Background: an optimization exercise with open tools, aiming at small area. Do not read the settings as production practice. The RTL was checked by simulation tests, not by an equivalence proof against the original design. No activity file was given, so power comes from the tool's default toggle rates.

**flow/run.sh**
```bash
#!/bin/bash
# synth_recipe.tcl (not shown) runs the flow's synth.tcl, then flattens the netlist and writes it again
# the make line also repeats each setting of config.mk as NAME=value (left out here)
make -C /OpenROAD-flow-scripts/flow DESIGN_CONFIG=/design/flow/config.mk WORK_HOME=/design/flow/orfs CLKGATE_MAP_FILE= SYNTH_SCRIPT=/design/flow/synth_recipe.tcl finish
```
**flow/config.mk**
```make
export PLATFORM = sky130hd
export DESIGN_NAME = snake_game
export DESIGN_NICKNAME = snake_game
export VERILOG_FILES = /design/flow/design.v
export SDC_FILE = /design/flow/constraint.sdc
export NUM_CORES = 4
export LEC_CHECK = 0
export CAP_MARGIN = 20
export CORE_MARGIN = 2
export CORE_UTILIZATION = 60
export CTS_CLUSTER_DIAMETER = 60
export CTS_CLUSTER_SIZE = 30
export SLEW_MARGIN = 20
export SYNTH_HIERARCHICAL = 1
export SYNTH_MINIMUM_KEEP_SIZE = 0
```
**flow/constraint.sdc**
```tcl
create_clock -name core_clock -period 8.0 [get_ports {clk}]
set_input_delay 1.6000 -clock core_clock [delete_from_list [all_inputs] [get_ports {clk}]]
set_output_delay 1.6000 -clock core_clock [all_outputs]
set_load 0.01 [all_outputs]
```
**flow/design.v**
```verilog
`timescale 1ns / 1ps
module vga(clk,
			  rst,
			  h_sync,
			  v_sync,
			  r_pixel,
			  c_pixel,
			  r_next,
			  video_on);
	input  clk,rst;
	output h_sync,  
			 v_sync,  
			 video_on; 
	output [9:0] r_pixel, 
			 c_pixel, 
			 r_next; 
	wire		 h_sync,
				 v_sync,
				 video_on;
	reg [9:0] r_pixel,c_pixel;
	assign r_next = r_pixel + 10'd1;
	parameter H_PIXEL = 640;
	parameter HSYNC_START = 659;
	parameter HSYNC_END = 755;
	parameter H_MAX = 799;
	parameter V_PIXEL = 480;
	parameter VSYNC_START = 493;
	parameter VSYNC_END = 494;
	parameter V_MAX = 524;
	always @(posedge clk) begin
		if (rst) begin
			r_pixel 	<= 0;
			c_pixel  <= 0;
		end
		else begin
			if(c_pixel == H_MAX) begin
				c_pixel <= 10'b0;
			end
			else begin
				c_pixel <= c_pixel+1;
			end
			if(r_pixel >= V_MAX && c_pixel >= H_MAX) begin
				r_pixel <= 10'b0;
			end
			else if(c_pixel == H_MAX) begin
				r_pixel <= r_next;
			end
		end
	end
	assign h_sync   = ~((c_pixel >= HSYNC_START)&&(c_pixel <= HSYNC_END));
	assign v_sync   = ~((r_pixel >= VSYNC_START)&&(r_pixel <= VSYNC_END));
	assign video_on = ((c_pixel < H_PIXEL)&&(r_pixel < V_PIXEL));
endmodule
`timescale 1ns / 1ps
module LevelDebounce(clk,
							rst,
							button,
							debounce);
	input  	  clk,
				  rst,
				  button;
	output 	  debounce;
	reg [2:0]  cntr;
	wire 		  debounce = (cntr == 3'd7);
	reg 		  button_1;
	reg 		  button_sync;
	always @(posedge clk)
	begin
		button_1 <= button;
		button_sync <= button_1;
	end
	always @(posedge clk)
	begin
		if (rst || !button_sync)
			cntr <= 0;
		else if (cntr != 3'd7)
			cntr <= cntr + 3'd1;
	end
endmodule
`timescale 1ns / 1ps
module food_gen(clk,
					 rst,
					 c_pixel,
					 r_pixel,
					 gen_food,
					 game_over,
					 food_X,
					 food_Y,
					 food_prnt,
					 bound_prnt );
	input [7:0] c_pixel,
					r_pixel;
	input 		clk,
					rst,
					gen_food,
					game_over;
	output 		food_prnt,
					bound_prnt;
	output [7:0]	food_X,
					food_Y;
	reg			food_prnt,
					bound_prnt;
	reg 	[7:0]	new_food_X,
					new_food_Y;
	reg 	[7:0] food_X,
					food_Y;
	always @(*)
	begin
		if(!game_over && !gen_food && c_pixel == food_X && r_pixel == food_Y) begin
			food_prnt = 1'b1;
		end
		else begin
			food_prnt = 1'b0;
		end
		if (c_pixel < 8'h10 || c_pixel >8'h90) begin
			 bound_prnt = 1'b1;
		end
		else if (r_pixel < 8'h0A || r_pixel >8'h6E) begin
			bound_prnt = 1'b1;
		end
		else begin
			bound_prnt = 1'b0;
		end
	end
	always @(posedge clk)
	begin
	  if (rst) begin
		new_food_X <= 8'h11;
		new_food_Y <= 8'hB;
	  end
	  else begin
		if(new_food_X >= 8'h89 )begin
			new_food_X <= 8'h11;
		end
		else begin
			new_food_X <= new_food_X + 1;
		end
		if(new_food_Y >= 8'h6d) begin
			new_food_Y <= 8'hB;
		end
		else begin
			new_food_Y <= new_food_Y + 1;
		end
	  end
	end
	always @(posedge clk)
	begin
	  if(rst) begin
			food_X <= 8'h50;
		   food_Y <= 8'h47;
	  end
	  else if(gen_food)begin
			food_X <= new_food_X;
		   food_Y <= new_food_Y;
	  end
	end
endmodule
`timescale 1ns / 1ps
module print_snake(clk,
						 rst,
						 btn_right,
						 btn_left,
						 btn_up,
						 btn_down,
						 r_pixel,
						 r_next,
						 c_pixel,
						 food_X,
						 food_Y,
						 prnt,
						 make_food,
						 game_over);
	input 		 clk,
					 rst,
					 btn_right,
					 btn_left,
					 btn_up,
					 btn_down;
	input [9:0]  r_pixel,
					 r_next,
					 c_pixel;
	input [7:0]  food_X,
					 food_Y;
	output 		 prnt;
	output reg	 make_food,
					 game_over;
	localparam [1:0] DR = 2'd0, DL = 2'd1, DU = 2'd2, DD = 2'd3;
	integer i;
	reg [8:0] spd;
	reg       post_ticket;
	always @(posedge clk) begin
		if (rst) begin
			spd <= 0;
			post_ticket <= 0;
		end
		else begin
			spd <= spd + 9'd1;
			post_ticket <= (spd == 9'd511);
		end
	end
	reg       mv_v;
	reg [1:0] mv_d;
	always @(posedge clk) begin
		if (rst)
			mv_v <= 0;
		else if (!game_over) begin
			if (btn_left)       begin mv_v <= 1; mv_d <= DL; end
			else if (btn_right) begin mv_v <= 1; mv_d <= DR; end
			else if (btn_up)    begin mv_v <= 1; mv_d <= DU; end
			else if (btn_down)  begin mv_v <= 1; mv_d <= DD; end
		end
	end
	reg [1:0]  HP;       
	reg [1:0]  LD;       
	reg        zf;       
	reg [15:0] body0;    
	reg [6:0]  len;      
	reg        grew;     
	wire [6:0] E = len - {6'd0, grew};   
	reg        hit_r, dup_r;
	reg [15:0] tail;     
	wire [7:0] b0x = body0[15:8];
	wire [7:0] b0y = body0[7:0];
	reg [7:0] hx, hy;
	always @(*) begin
		hx = b0x;
		hy = b0y;
		if (zf)
			case (LD)
				DR: hx = b0x + 8'd1;
				DL: hx = b0x - 8'd1;
				DU: hy = b0y - 8'd1;
				DD: hy = b0y + 8'd1;
			endcase
	end
	wire go_keep = (len == 7'd100) & game_over;
	wire eat     = (body0 == {food_X, food_Y});
	wire wall    = (b0x == 8'h91) || (b0x == 8'h10) || (b0y == 8'h6F) || (b0y == 8'h0A);
	always @(posedge clk) begin
		if (rst) begin
			game_over <= 0;
			make_food <= 0;
			len       <= 7'd10;
			grew      <= 0;
			body0     <= 16'h4040;
			HP        <= DR;
			LD        <= DR;
			zf        <= 0;
		end
		else if (post_ticket) begin
			make_food <= eat;
			len       <= (eat && len != 7'd100) ? len + 7'd1 : len;
			grew      <= eat && len != 7'd100;
			game_over <= go_keep | hit_r | wall;
			body0     <= {hx, hy};    
			LD        <= HP;
			if (mv_v && (mv_d[1] != HP[1]))
				HP <= mv_d;
			zf        <= 1;
		end
	end
	reg [1:0] ring [0:99];
	reg [6:0] c100;
	reg       pending, fill, dirty;
	reg [1:0] ins_dir;
	wire       c99     = (c100 == 7'd99);
	wire       ins_now = c99 && (pending || post_ticket);
	wire       start   = ins_now || (c100 == 7'd100);
	wire [1:0] new_dir = zf ? LD : DL;    
	wire [1:0] cur_dir = ins_now ? (pending ? ins_dir : new_dir) : (fill ? DR : ring[0]);
	always @(posedge clk) begin
		for (i = 0; i < 99; i = i + 1)
			ring[i] <= ring[i+1];
		ring[99] <= cur_dir;
	end
	always @(posedge clk) begin
		if (rst) begin
			c100    <= 7'd100;
			pending <= 0;
			fill    <= 1;
			dirty   <= 0;
		end
		else begin
			c100    <= (ins_now || c100 == 7'd100) ? 7'd1 : c100 + 7'd1;
			if (c99)
				fill <= 0;
			pending <= post_ticket ? !ins_now : (ins_now ? 1'b0 : pending);
			dirty   <= start ? (post_ticket && !ins_now) : (dirty | post_ticket);
		end
	end
	always @(posedge clk)
		if (post_ticket)
			ins_dir <= new_dir;
	reg [15:0] wpos;
	reg [1:0]  wprev;    
	wire [1:0] prev   = start ? LD : wprev;
	wire       nostep = (cur_dir == DL && prev == DR) || (ins_now && !pending);
	always @(posedge clk)
		wprev <= cur_dir;
	wire [15:0] base  = start ? body0 : wpos;
	reg  [15:0] wnext;
	always @(*) begin
		wnext = base;
		if (!nostep)
			case (cur_dir)
				DR: wnext[15:8] = base[15:8] - 8'd1;
				DL: wnext[15:8] = base[15:8] + 8'd1;
				DU: wnext[7:0]  = base[7:0]  + 8'd1;
				DD: wnext[7:0]  = base[7:0]  - 8'd1;
			endcase
	end
	always @(posedge clk)
		wpos <= wnext;
	wire [6:0] wk  = c100;
	wire       eq0 = (wpos == body0);
	wire       eqt = (wpos == tail);
	reg        hacc, dacc;
	always @(posedge clk) begin
		if (wk == 7'd1) begin
			hacc <= 0;
			dacc <= eqt;
		end
		else begin
			hacc <= hacc | eq0;
			dacc <= dacc | eqt;
		end
		if (wk == E) begin
			hit_r <= hacc | eq0;
			dup_r <= dacc | eq0;
			tail  <= wpos;
		end
	end
	wire [9:0] c       = c_pixel;
	wire       clr_all = (c == 10'd579);
	wire       clrA    = clr_all || (c == 10'd127) || (c == 10'd383);
	wire       clrB    = (c == 10'd255) || (c == 10'd511);
	wire       blank   = (c >= 10'd580);
	wire [7:0] rowB    = blank ? r_next[9:2] : r_pixel[9:2];
	wire [2:0] tgt     = blank ? 3'd0 : {1'b0, c[8:7]} + 3'd1;
	wire       tgt_ok  = blank || !c[9];
	reg        okf;
	always @(posedge clk)
		okf <= start ? 1'b1 : ((wk == E) ? 1'b0 : okf);
	wire       wset  = okf && !(dirty && wk == E) && (wpos[7:0] == rowB) && tgt_ok && (wpos[15:13] == tgt);
	wire       tadd  = post_ticket && (b0y == rowB) &&
						  ((tgt_ok && b0x[7:5] == tgt) || (!blank && b0x[7:5] == c[9:7]));
	wire       trem  = post_ticket && !grew && !dup_r && (tail[7:0] == rowB) &&
						  ((tgt_ok && tail[15:13] == tgt) || (!blank && tail[15:13] == c[9:7]));
	wire [15:0] lo1, lo2;
	wire [3:0]  hi1, hi2;
	genvar g;
	generate
		for (g = 0; g < 16; g = g + 1) begin : dl
			assign lo1[g] = (wpos[11:8] == g);
			assign lo2[g] = (b0x[3:0] == g);
		end
		for (g = 0; g < 4; g = g + 1) begin : dh
			assign hi1[g] = wset && (wpos[13:12] == g);
			assign hi2[g] = tadd && (b0x[5:4] == g);
		end
	endgenerate
	wire [63:0] bm;
	generate
		for (g = 0; g < 64; g = g + 1) begin : map
			rowmap_bit mb(.clk(clk), .clr(g < 32 ? clrA : clrB),
							  .h1(hi1[g/16]), .l1(lo1[g%16]), .h2(hi2[g/16]), .l2(lo2[g%16]), .q(bm[g]));
		end
	endgenerate
	reg       m1v;
	reg [7:0] m1x;
	always @(posedge clk) begin
		if (rst || clr_all)
			m1v <= 0;
		else if (post_ticket) begin
			m1v <= trem;
			m1x <= tail[15:8];
		end
	end
	wire [7:0] cx = c_pixel[9:2];
	wire bsel;
	rowmap_read rr(.bm(bm), .cx(cx[5:0]), .q(bsel));
	assign prnt = bsel && !(m1v && m1x == cx);
endmodule
module rowmap_bit(clk, clr, h1, l1, h2, l2, q);
	input clk, clr, h1, l1, h2, l2;
	output reg q;
	wire n1, n2;
	rm_nand2 x1(.a(h1), .b(l1), .y(n1));
	rm_nand2 x2(.a(h2), .b(l2), .y(n2));
	always @(posedge clk)
		q <= ~clr & (q | ~n1 | ~n2);
endmodule
module rm_nand2(a, b, y);
	input a, b;
	output y;
	assign y = ~(a & b);
endmodule
module rowmap_read(bm, cx, q);
	input [63:0] bm;
	input [5:0] cx;
	output q;
	wire [15:0] lo;
	wire [3:0]  g;
	genvar j;
	generate
		for (j = 0; j < 16; j = j + 1) begin : dl
			assign lo[j] = (cx[3:0] == j);
		end
		for (j = 0; j < 4; j = j + 1) begin : gr
			rm_group16 gg(.b(bm[16*j+15:16*j]), .lo(lo), .y(g[j]));
		end
	endgenerate
	assign q = g[cx[5:4]];
endmodule
module rm_group16(b, lo, y);
	input [15:0] b, lo;
	output y;
	wire [5:0] t;
	rm_aoi222 a0(.a(b[0]), .b(lo[0]), .c(b[1]), .d(lo[1]), .e(b[2]), .f(lo[2]), .y(t[0]));
	rm_aoi222 a1(.a(b[3]), .b(lo[3]), .c(b[4]), .d(lo[4]), .e(b[5]), .f(lo[5]), .y(t[1]));
	rm_aoi222 a2(.a(b[6]), .b(lo[6]), .c(b[7]), .d(lo[7]), .e(b[8]), .f(lo[8]), .y(t[2]));
	rm_aoi222 a3(.a(b[9]), .b(lo[9]), .c(b[10]), .d(lo[10]), .e(b[11]), .f(lo[11]), .y(t[3]));
	rm_aoi222 a4(.a(b[12]), .b(lo[12]), .c(b[13]), .d(lo[13]), .e(b[14]), .f(lo[14]), .y(t[4]));
	assign t[5] = ~(b[15] & lo[15]);
	assign y = ~&t;
endmodule
module rm_aoi222(a, b, c, d, e, f, y);
	input a, b, c, d, e, f;
	output y;
	assign y = ~((a & b) | (c & d) | (e & f));
endmodule
`timescale 1ns / 1ps
module set_color(clk,
					  rst,
					  video_on,
					  food_prnt,
					  bound_prnt,
					  prnt,
					  game_over,
					  vgaRed,
					  vgaGreen,
					  vgaBlue);
	input		 	 clk,
					 rst,
					 video_on;
	input  	    food_prnt,
					 game_over,
					 bound_prnt,
					 prnt;
	output [2:0] vgaRed;
	output [2:0] vgaGreen;
	output [1:0] vgaBlue;
	reg 			 flag;
	reg    [2:0] vgaRed,
					 vgaGreen;
	reg	 [1:0] vgaBlue;
	always @(posedge clk)
	begin
	    if(rst) begin
			flag 		<= 0;
			vgaRed   <= 3'h7;
			vgaGreen <= 3'h0;
			vgaBlue  <= 2'h0;
	    end
	    else if(video_on)begin
			 if(flag) begin
				 vgaRed   <= 3'h0;
				 vgaGreen <= 3'h0;
				 vgaBlue  <= 2'h0;
			 end
			 else if(game_over)begin
				 flag <= 1;
			 end
			 else if(bound_prnt == 1'b1) begin
				 vgaRed   <= 3'h0;
				 vgaGreen <= 3'h0;
				 vgaBlue  <= 2'h3;
			 end
			 else if(prnt == 1'b1 )begin
				 vgaRed   <= 3'h7;
				 vgaGreen <= 3'h0;
				 vgaBlue  <= 2'h0;
			 end
			 else if(food_prnt == 1'b1)begin
				 vgaRed   <= 3'h0;
				 vgaGreen <= 3'h7;
				 vgaBlue  <= 2'h0;
			 end
			 else begin
				 vgaRed   <= 3'h0;
				 vgaGreen <= 3'h0;
				 vgaBlue  <= 2'h0;
			 end
		end
		else begin
			vgaRed   <= 3'h0;
			vgaGreen <= 3'h0;
			vgaBlue  <= 2'h0;
		end
	end
endmodule
`timescale 1ns / 1ps
module snake_game(clk,
						rst,
						btn_right,
						btn_left,
						btn_up,
						btn_down,
						h_sync,
						v_sync,
						vgaRed,
						vgaGreen,
						vgaBlue);
	input 		 clk,
					 rst,
					 btn_right,
					 btn_left,
					 btn_up,
					 btn_down;
	output 		 h_sync,
					 v_sync;
	output [2:0] vgaRed,
					 vgaGreen;
	output [1:0] vgaBlue;
	wire 		  	 btn_right_db,
					 btn_left_db,
					 btn_up_db,
					 btn_down_db,
					 prnt,
					 video_on,
					 game_over,
					 gen_food,
					 food_prnt,
					 bound_prnt;
	wire 	 [9:0] r_pixel,c_pixel,r_next;
	wire 	 [7:0] food_X,
					 food_Y;
	 vga	 SV( .clk(clk),
				  .rst(rst),
				  .h_sync(h_sync),
				  .v_sync(v_sync),
				  .r_pixel(r_pixel),
				  .c_pixel(c_pixel),
				  .r_next(r_next),
				  .video_on(video_on));
	 print_snake PS(.clk(clk),
						 .rst(rst),
						 .btn_right(btn_right_db),
						 .btn_left(btn_left_db),
						 .btn_up(btn_up_db),
						 .btn_down(btn_down_db),
						 .r_pixel(r_pixel),
						 .r_next(r_next),
						 .c_pixel(c_pixel),
						 .food_X(food_X),
						 .food_Y(food_Y),
						 .prnt(prnt),
						 .make_food(gen_food),
						 .game_over(game_over));
	 food_gen FG(.clk(clk),
					 .rst(rst),
					 .c_pixel(c_pixel[9:2]),
					 .r_pixel(r_pixel[9:2]),
					 .gen_food(gen_food),
					 .game_over(game_over),
					 .food_X(food_X),
					 .food_Y(food_Y),
					 .food_prnt(food_prnt),
					 .bound_prnt(bound_prnt) );
	 set_color SC(.clk(clk),
					  .rst(rst),
					  .video_on(video_on),
					  .food_prnt(food_prnt),
					  .bound_prnt(bound_prnt),
					  .prnt(prnt),
					  .game_over(game_over),
					  .vgaRed(vgaRed),
					  .vgaGreen(vgaGreen),
					  .vgaBlue(vgaBlue));
	 LevelDebounce BTN_Right(.clk(clk),
									 .rst(rst),
									 .button(btn_right),
									 .debounce(btn_right_db));
	 LevelDebounce BTN_Left( .clk(clk),
									 .rst(rst),
									 .button(btn_left),
									 .debounce(btn_left_db));
	 LevelDebounce BTN_Up(	 .clk(clk),
									 .rst(rst),
									 .button(btn_up),
									 .debounce(btn_up_db));
	 LevelDebounce BTN_Down( .clk(clk),
									 .rst(rst),
									 .button(btn_down),
									 .debounce(btn_down_db));
endmodule
```
==> results.yml, run 1 <==
outcome:
  status: "finished clean"
cells_and_area:
  fin_util: 0.6738
  antenna-diode-count: 0
  filler_cell_count: 2293
  finish.net_count: 1832
  seq_area_sq_um: 9149
  drive_gt1_frac: 0.06893
  area_growth_pct: 9.825
  multi_input_area_sq_um: 7853
  fin_cells: 2183
synth:
  synth_area_leaders: "dfxtp_1 (46%), xor2_1 (5.6%), edfxtp_1 (5.1%), nand2_1 (4.5%), xnor2_1 (3.8%)"
  ys_seq_elements: 442
  ys_top_cells_by_count: "dfxtp_1 (412), nand2_1 (212), nor2_1 (131)"
  synth_warnings: 13
  synth.distinct_cells: 91
  synth_area_leader_cell: "dfxtp_1"
  synth_top_area_frac: 0.4646
  synth-main-ff-cell: "dfxtp_1"
  syn_area_sq_um: 17750
  synthArstFlopShare: 0
  synth_cells: 1781
  yosys.cell_count.top_type: "dfxtp_1"
  synth_edf_count: 30
  avgSynthCellArea_sq_um: 9.967
  synthesis.nets: 1841
  seq_area_frac_synth: 0.5154
critical_path:
  cpMaxStageDelayCell: "nor2b_2"
  arrival_ns: 5.13
  critPathMaxStageDelay_ns: 0.69
  crit_path_cell_trace: "buf_4 -> o41a_1 -> o31ai_4 -> mux2i_1 -> xor2_1 -> nand4_1 -> or4_1 -> a2111oi_0 -> nor2b_2 -> nand2_1 -> a31oi_1"
  cp_data_required_time_ns: 8.45
  crit_family: "compound AO/OA/AOI/OAI gates"
  critPathKind: "register to register"
  cp.buffers_inverters: 1
  endpoint_kind: "register"
  critical_path.max_fanout: 29
  startpoint_type: "register"
place:
  place_congestion: 0.9074
  portBuffers: 15
  dpl.cell_count: 2119
  dpl.hpwl_um: 26250
  place_ws_ns: 3.065
global_route:
  gr-total-overflow: 0
  grt_pass1_wl_um: 63040
  use_met2: 0.4055
  top_usage_layer: "met2"
  grt_max_degree: 43
  first_global_vias: 11900
  met3_usage: 0.03682
  grt_use_met1: 0.3556
  antenna_found_initial: 0
  grt_use_total: 0.2522
floorplan:
  die_x_um: 176.0
  die_h_um: 176.0
  num_rows: 62
  ioPinCount: 16
  start_util: 0.6135
  core_sq_um: 28940
  dieArea_sq_um: 30980
sta:
  skew_ns: 0.03087
  setup_ws_ns: 3.313
  fin_crit_sh: 0.5859
  worst_pin_slew_ns: 1.033
  drv_slew: 0
  rsz0062_at_grt: "false"
  setup_viol: 0
  fin_setup_tns_ns: 0
  max_slew_margin: 0.3107
  fin_crit_ns: 4.687
  hold_viol: 0
  clock.fmax_ghz: 0.2133
power_and_ir_drop:
  p_int_mw: 3.604
  power.share.clock: 0.399
  ir_drop_uv: 247.1
  pwr_density_cell_nw_per_um2: 259.6
  p_comb_frac: 0.126
  power_mw: 5.062
  seq_power_share: 0.476
  p_leak_nw: 8.004
  switchingPower_mw: 1.458
  switching_share: 0.2880
cts:
  clock_sinks: 442
  clk_latency_ns: 0.55
  post_cts_buffers: 0
  cts_tree: "yes"
  clockRootBuffer: "clkbuf_16"
  cts_resized: 0
  clk_pin_slew_worst_paths_ns: 0.10
  cts_htree_levels: 2
  clockBufferDepth: 3
  ctsHoldBuffers: 0
  cts_inserted_buffers: 35
drt:
  viasPerCell: 5.758
  ant_nets: 0
  drt_iter0_markers: 1059
  vias: 12570
  dr.pass1.iters: 8
  drc: 0
  wl_per_cell_um: 17.79
  drt-total-wl_um: 38830
min_path:
  hold_class: "register to register"
run:
  drv_cap: 0
[layout by cell type, fill, tap and decap left out, types with 36 or more instances in the layout]
cell,netlist,final
nor2_1,131,129
ha_1,52,52
mux2i_1,43,43
a31oi_1,71,71
nand3_1,45,45
dfxtp_1,412,412
nor3_1,37,37
o21ai_0,36,36
a21oi_1,47,47
xor2_1,114,114
inv_1,94,94
nand2_1,212,212
xnor2_1,77,77
[routing by layer]
layer / part of all wire / routed length [um]
met2: 0.45 / 17660
met3: 0.057 / 2212
met1: 0.46 / 18040
met4: 0.024 / 920
met5: 0 / 0
[power groups by stage]
| stage | clock, mW | combinational [mW] | sequential, mW |
|---|---|---|---|
| 6_report | 2.02 | 0.637 | 2.41 |
| 5_1_grt | 2.13 | 0.698 | 2.42 |
| 4_1_cts | 2.05 | 0.625 | 2.41 |
| 3_5_place_dp | 0 | 0.620 | 2.46 |
| 3_3_place_gp | 0 | 0.609 | 2.45 |
| 2_1_floorplan | 0 | 0.564 | 2.38 |
[kinds of logic after synthesis]
family                   Yosys count  share of synthesized area
AND/OR/NAND/NOR                  614                     0.1772
AO/OA/AOI/OAI                    261                     0.1023
flip-flops                       442                     0.5154
buffers and inverters            171                    0.04370
XOR/XNOR                         191                    0.09423
other                              1                  0.0002112
adder cells (fa/ha/maj)           54                    0.03891
multiplexers                      47                    0.02805
[through the flow]
step,hold WS (ns),area (sq um)
global route,0.3318,19500
detailed placement,0.3121,18090
finish,0.3253,19500
global placement,0.3100,18090
floorplan,0.3096,17750
CTS,0.3314,19490
[state kept, by name, summed over array words and instances, names as in the netlist, 7 cells and up]
name	flops
PS.ring	200
PS.map.mb.q	64
PS.body0	16
PS.tail	16
PS.wpos	16
SV.c_pixel	10
SV.r_pixel	10
PS.spd	9
FG.food_X	8
FG.food_Y	8
FG.new_food_X	8
FG.new_food_Y	8
PS.m1x	8
PS.c100	7
PS.len	7
[final cells by class]
| cell class | instances | share of cell area |
|---|---|---|
| Timing Repair Buffer | 30 | 0.01322 |
| Clock inverter | 28 | 0.02670 |
| Clock buffer | 36 | 0.04512 |
| Inverter | 95 | 0.01829 |
| Sequential cell | 442 | 0.4693 |
| Tap cell | 384 | 0.02464 |
| Multi-Input combinational cell | 1168 | 0.4028 |
[per-module statistics from Yosys, one instance, submodules excluded, a selection]
module,cells inside,area (sq um),flip-flops and latches,copies in the design
vga,134,1135,20,1
rm_aoi222,1,10.01,0,20
rowmap_read,21,299.0,0,1
rm_nand2,1,3.754,0,128
rowmap_bit,3,30.03,1,64
food_gen,157,1505,32,1
set_color,20,202.7,4,1
LevelDebounce,15,183.9,5,4
rm_group16,3,16.27,0,4
print_snake,1037,11210,302,1
[final timing paths]
check	start	endpoint	slack, ns	cells after the start
worst min-delay path	PS.ring[39][1]$_DFF_P_	PS.ring[38][1]$_DFF_P_	0.33	0
worst max register to register	SV.c_pixel[2]$_SDFF_PP0_	PS.map[3].mb.q$_DFF_P_	3.31	11
worst min register to register	PS.ring[39][1]$_DFF_P_	PS.ring[38][1]$_DFF_P_	0.33	0
worst max-delay path	SV.c_pixel[2]$_SDFF_PP0_	PS.map[3].mb.q$_DFF_P_	3.31	11
==> run 2: changes to the inputs <==
--- a/flow/config.mk
+++ b/flow/config.mk
@@ -10,4 +10,4 @@
 export CORE_UTILIZATION = 60
-export CTS_CLUSTER_DIAMETER = 60
-export CTS_CLUSTER_SIZE = 30
+export CTS_CLUSTER_DIAMETER = 100
+export CTS_CLUSTER_SIZE = 25
 export SLEW_MARGIN = 20
==> run 2 against run 1 <==
Against the previous run: sequential share of layout area increased by 2.1 points; total power decreased by 17%; cell count decreased by 1.6%; setup slack got worse by 0.015 ns; count of clock-buffer cells in the layout decreased by 8; cell area decreased by 4.3%; critical path type unchanged; critical endpoint is now PS.map[12].mb.q$_DFF_P_; largest cell class unchanged; largest power group unchanged.
==> results.yml, run 2 <==
outcome:
  status: "finished clean"
critical_path:
  crit_path_cell_trace: "buf_4 -> o41a_1 -> o31ai_4 -> mux2i_1 -> xor2_1 -> nand4_1 -> or4_1 -> a2111oi_0 -> nor2b_2 -> nand2_1 -> a31oi_1"
  cpMaxStageDelayCell: "nor2b_2"
  crit_cells: 11
  cp.buffers_inverters: 1
  cp-startpoint: "SV.c_pixel[2]$_SDFF_PP0_"
  cp_data_required_time_ns: 8.47
  arrival_ns: 5.18
  r2r-end: "PS.map[12].mb.q$_DFF_P_"
  critPathKind: "register to register"
  startpoint_type: "register"
  worstReg2RegStart: "SV.c_pixel[2]$_SDFF_PP0_"
  rr_worst_depth: 11
  r2r_slack_ns: 3.30
  endpoint_kind: "register"
  critPathMaxStageDelay_ns: 0.68
  crit_family: "compound AO/OA/AOI/OAI gates"
  critical_path.max_fanout: 29
cells_and_area:
  largest_register: "PS.ring"
  final_common_cell: "dfxtp_1"
  antenna-diode-count: 0
  fin_cells: 2148
  drive_gt1_frac: 0.04762
  largestRegisters: "PS.ring: 200 flops, PS.map.mb.q: 64 flops"
  largest_reg_flops: 200
  final_cell_mix: "dfxtp_1 (412), nand2_1 (212), nor2_1 (129)"
  area_growth_pct: 5.153
  finish.net_count: 1818
global_route:
  use_met2: 0.4031
  top_usage_layer: "met2"
  met3_usage: 0.02735
  gr-total-overflow: 0
  grt_max_degree: 43
  grt_use_met1: 0.3580
  grt_use_total: 0.2488
  antenna_found_initial: 0
  grt_pass1_wl_um: 62420
  first_global_vias: 11700
drt:
  viasPerCell: 5.748
  drt_iter0_markers: 986
  vias: 12350
  dr.pass1.iters: 7
  wl_per_cell_um: 18.00
  drc: 0
  drt-total-wl_um: 38670
  ant_nets: 0
cts:
  ctsHoldBuffers: 0
  clock_sinks: 442
  clk_latency_ns: 0.55
  clk_pin_slew_worst_paths_ns: 0.11
  cts_htree_levels: 1
  clockRootBuffer: "clkbuf_16"
  cts_tree: "yes"
  clockBufferDepth: 3
  post_cts_buffers: 0
  cts_resized: 0
  cts_inserted_buffers: 21
place:
  dpl.cell_count: 2119
  dpl.hpwl_um: 26250
  portBuffers: 15
  place_congestion: 0.9074
sta:
  hold_viol: 0
  skew_ns: 0.04956
  fin_setup_tns_ns: 0
  rsz0062_at_grt: "false"
  fin_crit_sh: 0.5878
  setup_viol: 0
  clock.fmax_ghz: 0.2127
  max_slew_margin: 0.3019
  drv_slew: 0
  worst_pin_slew_ns: 1.046
  fin_crit_ns: 4.702
floorplan:
  num_rows: 62
  die_x_um: 176.0
  start_util: 0.6135
  dieArea_sq_um: 30980
  ioPinCount: 16
  die_h_um: 176.0
  core_sq_um: 28940
power_and_ir_drop:
  switching_share: 0.2763
  p_comb_frac: 0.151
  p_leak_nw: 7.616
  switchingPower_mw: 1.161
  power.share.clock: 0.276
  p_int_mw: 3.039
  pwr_density_cell_nw_per_um2: 225.0
  seq_power_share: 0.573
  ir_drop_uv: 213.8
synth:
  avgSynthCellArea_sq_um: 9.967
  syn_area_sq_um: 17750
  synth_area_leaders: "dfxtp_1 (46%), xor2_1 (5.6%), edfxtp_1 (5.1%), nand2_1 (4.5%), xnor2_1 (3.8%)"
  synth_cells: 1781
  synthArstFlopShare: 0
  synth_warnings: 13
  synthesis.nets: 1841
  synth.distinct_cells: 91
  yosys.cell_count.top_type: "dfxtp_1"
  ys_seq_elements: 442
  synth-main-ff-cell: "dfxtp_1"
  seq_area_frac_synth: 0.5154
  ys_top_cells_by_count: "dfxtp_1 (412), nand2_1 (212), nor2_1 (131)"
  synth_top_area_frac: 0.4646
  synth_area_leader_cell: "dfxtp_1"
  synth_edf_count: 30
run:
  drv_cap: 0
min_path:
  hold_class: "register to register"
  hold-path-endpoint: "PS.ring[48][0]$_DFF_P_"
  worstHoldStart: "PS.ring[49][0]$_DFF_P_"
  hold_depth: 0
[run 2: cell counts after synthesis]
Identical to the previous run, type by type.
[run 2: power by group through the flow]
stage / clock (mW) / combinational (mW) / sequential (mW)
after floorplan: 0 / 0.564 / 2.38
after CTS: 1.19 / 0.624 / 2.41
after global routing: 1.26 / 0.698 / 2.42
final: 1.16 / 0.632 / 2.41
after detailed placement: 0 / 0.620 / 2.46
after global placement: 0 / 0.609 / 2.45
[run 2: modules after synthesis, one instance, submodules excluded, a selection]
| module | times used | cell area, sq um | cells inside |
|---|---|---|---|
| rm_aoi222 | 20 | 10.01 | 1 |
| set_color | 1 | 202.7 | 20 |
| rowmap_bit | 64 | 30.03 | 3 |
| rowmap_read | 1 | 299.0 | 21 |
| rm_group16 | 4 | 16.27 | 3 |
| LevelDebounce | 4 | 183.9 | 15 |
| print_snake | 1 | 11210 | 1037 |
| food_gen | 1 | 1505 | 157 |
| vga | 1 | 1135 | 134 |
| rm_nand2 | 128 | 3.754 | 1 |
[run 2: stage by stage]
stage / hold slack (ns) / power (mW) / cell area [sq um] / setup WS, ns / util
2_1_floorplan: 0.3096 / 2.943 / 17750 / 3.951 / -
3_5_place_dp: 0.3121 / 3.077 / 18090 / 3.065 / 0.6253
4_1_cts: 0.3150 / 4.218 / 18660 / 3.043 / 0.6450
5_1_grt: 0.3152 / 4.377 / 18670 / 2.990 / 0.6451
6_report: 0.2974 / 4.200 / 18670 / 3.298 / 0.6451
3_3_place_gp: 0.3100 / 3.063 / 18090 / 3.217 / 0.6252
[run 2: worst max-delay path by stage]
stage	endpoint	slack, ns
floorplan	PS.map[16].mb.q$_DFF_P_	3.95
global placement	PS.map[8].mb.q$_DFF_P_	3.22
detailed placement	PS.map[12].mb.q$_DFF_P_	3.06
CTS	PS.map[12].mb.q$_DFF_P_	3.04
global route	PS.map[29].mb.q$_DFF_P_	2.99
finish	PS.map[12].mb.q$_DFF_P_	3.30
[run 2: metal layers]
| metal | part of all wire | wire length, um |
|---|---|---|
| met3 | 0.051 | 1982 |
| met4 | 0.018 | 700 |
| met2 | 0.46 | 17660 |
| met5 | 0 | 0 |
| met1 | 0.47 | 18320 |
[run 2: cells by family (layout without fill, tap and decap cells)]
| family | count (synthesis) | count (layout) | share of synthesized area |
|---|---|---|---|
| other | 1 | 1 | 0.0002112 |
| DFF | 442 | 442 | 0.5154 |
| muxes | 47 | 47 | 0.02805 |
| and+or+nand+nor | 614 | 614 | 0.1772 |
| xor gates and xnor gates | 191 | 191 | 0.09423 |
| AOI/OAI and AO/OA | 261 | 261 | 0.1023 |
| adders and majority gates | 54 | 54 | 0.03891 |
| buffers and inverters | 171 | 154 | 0.04370 |
[run 2: layout make-up]
type                       count  area, sq um
timing repair buffer          30        257.7
clock buffer                  28        561.8
clock inverter                 1        8.758
inverter                      95        356.6
multi-input combinational   1168         7853
sequential                   442         9149
tap                          384        480.5
fill                        2409        10270

port drivers added, routing unchanged:
The results above use ideal ports. As a check the final layouts listed here were re-extracted and re-timed, cells and wires unchanged. Step 1 assumes that a clkbuf_16 drives the clock port and a buf_2 every other input. Step 2 times the ports against the registers' clock, not the clock port: input delays grow and output delays shrink by t, the midpoint of the rising clock arrivals with the driver on. a / b / c = ideal / step 1 / step 2; a / b = the first two.
run	shift t [ns]	setup slack, ns	worst register clock-pin slew, ns	worst slew at a driven data input, ns
run 1	0.587	3.313 / 3.313 / 3.313	0.10 / 0.10	0.03
run 2	0.579	3.298 / 3.298 / 3.298	0.11 / 0.11	0.03
After both steps setup and hold are still met in every run listed.
